This is an optimization exercise on Yosys and OpenROAD, whose aim is small area and a short achievable clock period, not a production implementation. Only simulation tests tie the RTL to the original design; equivalence was not proved.

==> inputs of run a <==
==> flow/design.v (excerpt) <==
module metronome_top #(
	parameter BTN_WAIT_WIDTH	= 10,	 
	parameter BTN_HOLD_WIDTH	= 12,	 
	parameter LED_HOLD_WIDTH	= 8,	 
	parameter LIFE_LED_WIDTH	= 10,	 
	parameter SSI_TIMER_WIDTH	= 6		 
)(
	input 			i_clk,
	input 			i_reset,
	input 			i_uart_rx,
	input	[3:0]	i_control_btns,
	output	[3:0]	o_led_n,
	output reg [6:0] o_ssi_segments,
	output reg [3:0] o_ssi_code
);
clock: 140.0 ns
lec_check: 0
abc_area: 1
cap_margin: 20
core_margin: 2
core_utilization: 70
cts_buf_list: sky130_fd_sc_hd__clkbuf_8
cts_cluster_diameter: 60
cts_cluster_size: 15
slew_margin: 20
buffer_ports_args: -buffer_cell sky130_fd_sc_hd__buf_1
standard.sh (not shown) runs the stock make flow with config.mk's settings and CLKGATE_MAP_FILE= SYNTH_SCRIPT=/design/flow/synth_recipe.tcl, a recipe that flattens the netlist after the stock synthesis.
==> flow/flow/run.sh <==
#!/bin/bash
# The standard layout, with two changes:
#  - after the standard synthesis, the combinational logic is re-mapped by
#    flow/reopt.tcl with the ABC script flow/reopt.abc (flip-flops, adder
#    cells and their instance names are kept as they are);
#  - the port buffers are sky130_fd_sc_hd__buf_1.
set -euo pipefail
here=$(pwd)
echo 'export BUFFER_PORTS_ARGS = -buffer_cell sky130_fd_sc_hd__buf_1' >> config.mk
bash standard.sh synth > standard_synth.log 2>&1
res=$here/orfs/results/sky130hd/metronome_top/base
cp $res/1_2_yosys.v $here/standard_synth_netlist.v
REOPT_LIB=$FLOW_HOME/platforms/sky130hd/lib/sky130_fd_sc_hd__tt_025C_1v80.lib \
REOPT_IN=$here/standard_synth_netlist.v \
REOPT_TOP=$FLOW_TOP \
REOPT_ABC=$here/flow/reopt.abc \
REOPT_OUT=$res/1_2_yosys.v \
	yosys -c flow/reopt.tcl > reopt.log 2>&1
rm -f $res/1_synth.odb $res/1_synth.sdc
bash standard.sh finish > standard_finish.log 2>&1
==> flow/flow/reopt.abc <==
strash
dc2
resub -K 8
dc2
&get -n
&dch -f
&nf -a -R 1000
&put
&get -n
&dch -f
&nf -a -R 1000
&put
==> flow/flow/reopt.tcl <==
# Re-map the combinational logic of the standard synthesis netlist with a
# stronger ABC script.  Flip-flops, adder cells and tie cells stay as they are,
# with their instance names.
yosys -import
set lib $::env(REOPT_LIB)
set keep {sky130_fd_sc_hd__df* sky130_fd_sc_hd__edf* sky130_fd_sc_hd__sdf* sky130_fd_sc_hd__fa_* sky130_fd_sc_hd__ha_* sky130_fd_sc_hd__conb_*}
read_liberty -ignore_miss_func $lib
read_verilog $::env(REOPT_IN)
hierarchy -top $::env(REOPT_TOP)
foreach k $keep { setattr -mod -set keep_hierarchy 1 $k }
flatten
opt_clean -purge
abc -liberty $lib -script $::env(REOPT_ABC) -dont_use sky130_fd_sc_hd__probe_p_8 -dont_use sky130_fd_sc_hd__probec_p_8 -dont_use sky130_fd_sc_hd__lpflow_bleeder_1 -dont_use sky130_fd_sc_hd__lpflow_clkbufkapwr_1 -dont_use sky130_fd_sc_hd__lpflow_clkbufkapwr_16 -dont_use sky130_fd_sc_hd__lpflow_clkbufkapwr_2 -dont_use sky130_fd_sc_hd__lpflow_clkbufkapwr_4 -dont_use sky130_fd_sc_hd__lpflow_clkbufkapwr_8 -dont_use sky130_fd_sc_hd__lpflow_clkinvkapwr_1 -dont_use sky130_fd_sc_hd__lpflow_clkinvkapwr_16 -dont_use sky130_fd_sc_hd__lpflow_clkinvkapwr_2 -dont_use sky130_fd_sc_hd__lpflow_clkinvkapwr_4 -dont_use sky130_fd_sc_hd__lpflow_clkinvkapwr_8 -dont_use sky130_fd_sc_hd__lpflow_decapkapwr_12 -dont_use sky130_fd_sc_hd__lpflow_decapkapwr_3 -dont_use sky130_fd_sc_hd__lpflow_decapkapwr_4 -dont_use sky130_fd_sc_hd__lpflow_decapkapwr_6 -dont_use sky130_fd_sc_hd__lpflow_decapkapwr_8 -dont_use sky130_fd_sc_hd__lpflow_inputiso0n_1 -dont_use sky130_fd_sc_hd__lpflow_inputiso0p_1 -dont_use sky130_fd_sc_hd__lpflow_inputiso1n_1 -dont_use sky130_fd_sc_hd__lpflow_inputiso1p_1 -dont_use sky130_fd_sc_hd__lpflow_inputisolatch_1 -dont_use sky130_fd_sc_hd__lpflow_isobufsrc_1 -dont_use sky130_fd_sc_hd__lpflow_isobufsrc_16 -dont_use sky130_fd_sc_hd__lpflow_isobufsrc_2 -dont_use sky130_fd_sc_hd__lpflow_isobufsrc_4 -dont_use sky130_fd_sc_hd__lpflow_isobufsrc_8 -dont_use sky130_fd_sc_hd__lpflow_isobufsrckapwr_16 -dont_use sky130_fd_sc_hd__lpflow_lsbuf_lh_hl_isowell_tap_1 -dont_use sky130_fd_sc_hd__lpflow_lsbuf_lh_hl_isowell_tap_2 -dont_use sky130_fd_sc_hd__lpflow_lsbuf_lh_hl_isowell_tap_4 -dont_use sky130_fd_sc_hd__lpflow_lsbuf_lh_isowell_4 -dont_use sky130_fd_sc_hd__lpflow_lsbuf_lh_isowell_tap_1 -dont_use sky130_fd_sc_hd__lpflow_lsbuf_lh_isowell_tap_2 -dont_use sky130_fd_sc_hd__lpflow_lsbuf_lh_isowell_tap_4 
opt_clean -purge
setundef -zero
hilomap -singleton -hicell sky130_fd_sc_hd__conb_1 HI -locell sky130_fd_sc_hd__conb_1 LO
insbuf -buf sky130_fd_sc_hd__buf_4 A X
opt_clean -purge
foreach k $keep { blackbox $k }
stat -liberty $lib
write_verilog -noattr -nohex -nodec -selected $::env(REOPT_OUT)
==> inputs of run b, as changes to run a <==
==> flow/run.sh (new file) <==
#!/bin/bash
# synth_recipe.tcl (not shown) runs the flow's synth.tcl, then flattens the netlist and writes it again
# the make line also repeats each setting of config.mk as NAME=value (left out here)
make -C /OpenROAD-flow-scripts/flow DESIGN_CONFIG=/design/flow/config.mk WORK_HOME=/design/flow/orfs CLKGATE_MAP_FILE= SYNTH_SCRIPT=/design/flow/synth_recipe.tcl finish
BUFFER_PORTS_ARGS = not set   (was -buffer_cell sky130_fd_sc_hd__buf_1)
CORE_UTILIZATION = 60   (was 70)
removed: flow/flow/run.sh
removed: flow/flow/reopt.abc
removed: flow/flow/reopt.tcl
removed: flow/standard.sh
==> inputs of run c, as changes to run a <==
--- a/flow/flow/run.sh
+++ b/flow/flow/run.sh
@@ -5,6 +5,6 @@
 #    cells and their instance names are kept as they are);
-#  - the port buffers are sky130_fd_sc_hd__buf_1.
+#  - the port buffers are sky130_fd_sc_hd__buf_2.
 set -euo pipefail
 here=$(pwd)
-echo 'export BUFFER_PORTS_ARGS = -buffer_cell sky130_fd_sc_hd__buf_1' >> config.mk
+echo 'export BUFFER_PORTS_ARGS = -buffer_cell sky130_fd_sc_hd__buf_2' >> config.mk
 bash standard.sh synth > standard_synth.log 2>&1
BUFFER_PORTS_ARGS = -buffer_cell sky130_fd_sc_hd__buf_2   (was -buffer_cell sky130_fd_sc_hd__buf_1)
CORE_UTILIZATION = 60   (was 70)
CTS_BUF_LIST = sky130_fd_sc_hd__clkbuf_16   (was sky130_fd_sc_hd__clkbuf_8)
CTS_CLUSTER_DIAMETER = 80   (was 60)
CTS_CLUSTER_SIZE = 22   (was 15)
==> inputs of run d, as changes to run a <==
--- a/flow/flow/run.sh
+++ b/flow/flow/run.sh
@@ -5,6 +5,6 @@
 #    cells and their instance names are kept as they are);
-#  - the port buffers are sky130_fd_sc_hd__buf_1.
+#  - the port buffers are sky130_fd_sc_hd__buf_2.
 set -euo pipefail
 here=$(pwd)
-echo 'export BUFFER_PORTS_ARGS = -buffer_cell sky130_fd_sc_hd__buf_1' >> config.mk
+echo 'export BUFFER_PORTS_ARGS = -buffer_cell sky130_fd_sc_hd__buf_2' >> config.mk
 bash standard.sh synth > standard_synth.log 2>&1
BUFFER_PORTS_ARGS = -buffer_cell sky130_fd_sc_hd__buf_2   (was -buffer_cell sky130_fd_sc_hd__buf_1)
CTS_BUF_LIST = sky130_fd_sc_hd__clkbuf_4 sky130_fd_sc_hd__clkbuf_8   (was sky130_fd_sc_hd__clkbuf_8)
CTS_CLUSTER_DIAMETER = 40   (was 60)
CTS_CLUSTER_SIZE = 10   (was 15)
==> notes.md <==
- Run a produced a clean layout. Run d produced a clean layout. Run c passed the timing, DRC and antenna checks. Run b completed with no timing, DRC or antenna violations.
- Of run c and run b, run b has the higher register-to-register slack (gap 0.22 ns).
- Hold slack, highest first: run b, run c, run a, run d.
- Via count: run b > run d > run a > run c.

re-timing with driven ports:
The results above use ideal ports. As a check the final layouts listed here were re-extracted and re-timed, cells and wires unchanged. Step 1 sets driving cells, clkbuf_16 on the clock port and buf_2 on the other inputs (assumed; they add their load-dependent delay and slew). Step 2 times the ports against the registers' clock, not the clock port: input delays grow and output delays shrink by t, the midpoint of the rising clock arrivals with the driver on. Three values: ideal, step 1, step 2; two values: the first two.
run | t, ns | setup WS [ns] | worst setup path after step 2 | cell pins on the clock port's net
run a | 0.564 | 110.768 / 110.729 / 110.889 | input, reset recovery | 1
run b | 0.569 | 110.394 / 110.354 / 110.506 | input, reset recovery | 1
run c | 0.522 | 110.857 / 110.811 / 110.884 | input, reset recovery | 1
run d | 0.558 | 110.819 / 110.780 / 110.884 | input, reset recovery | 1
After both steps setup and hold are still met in every run listed. Setup slack includes reset recovery checks.
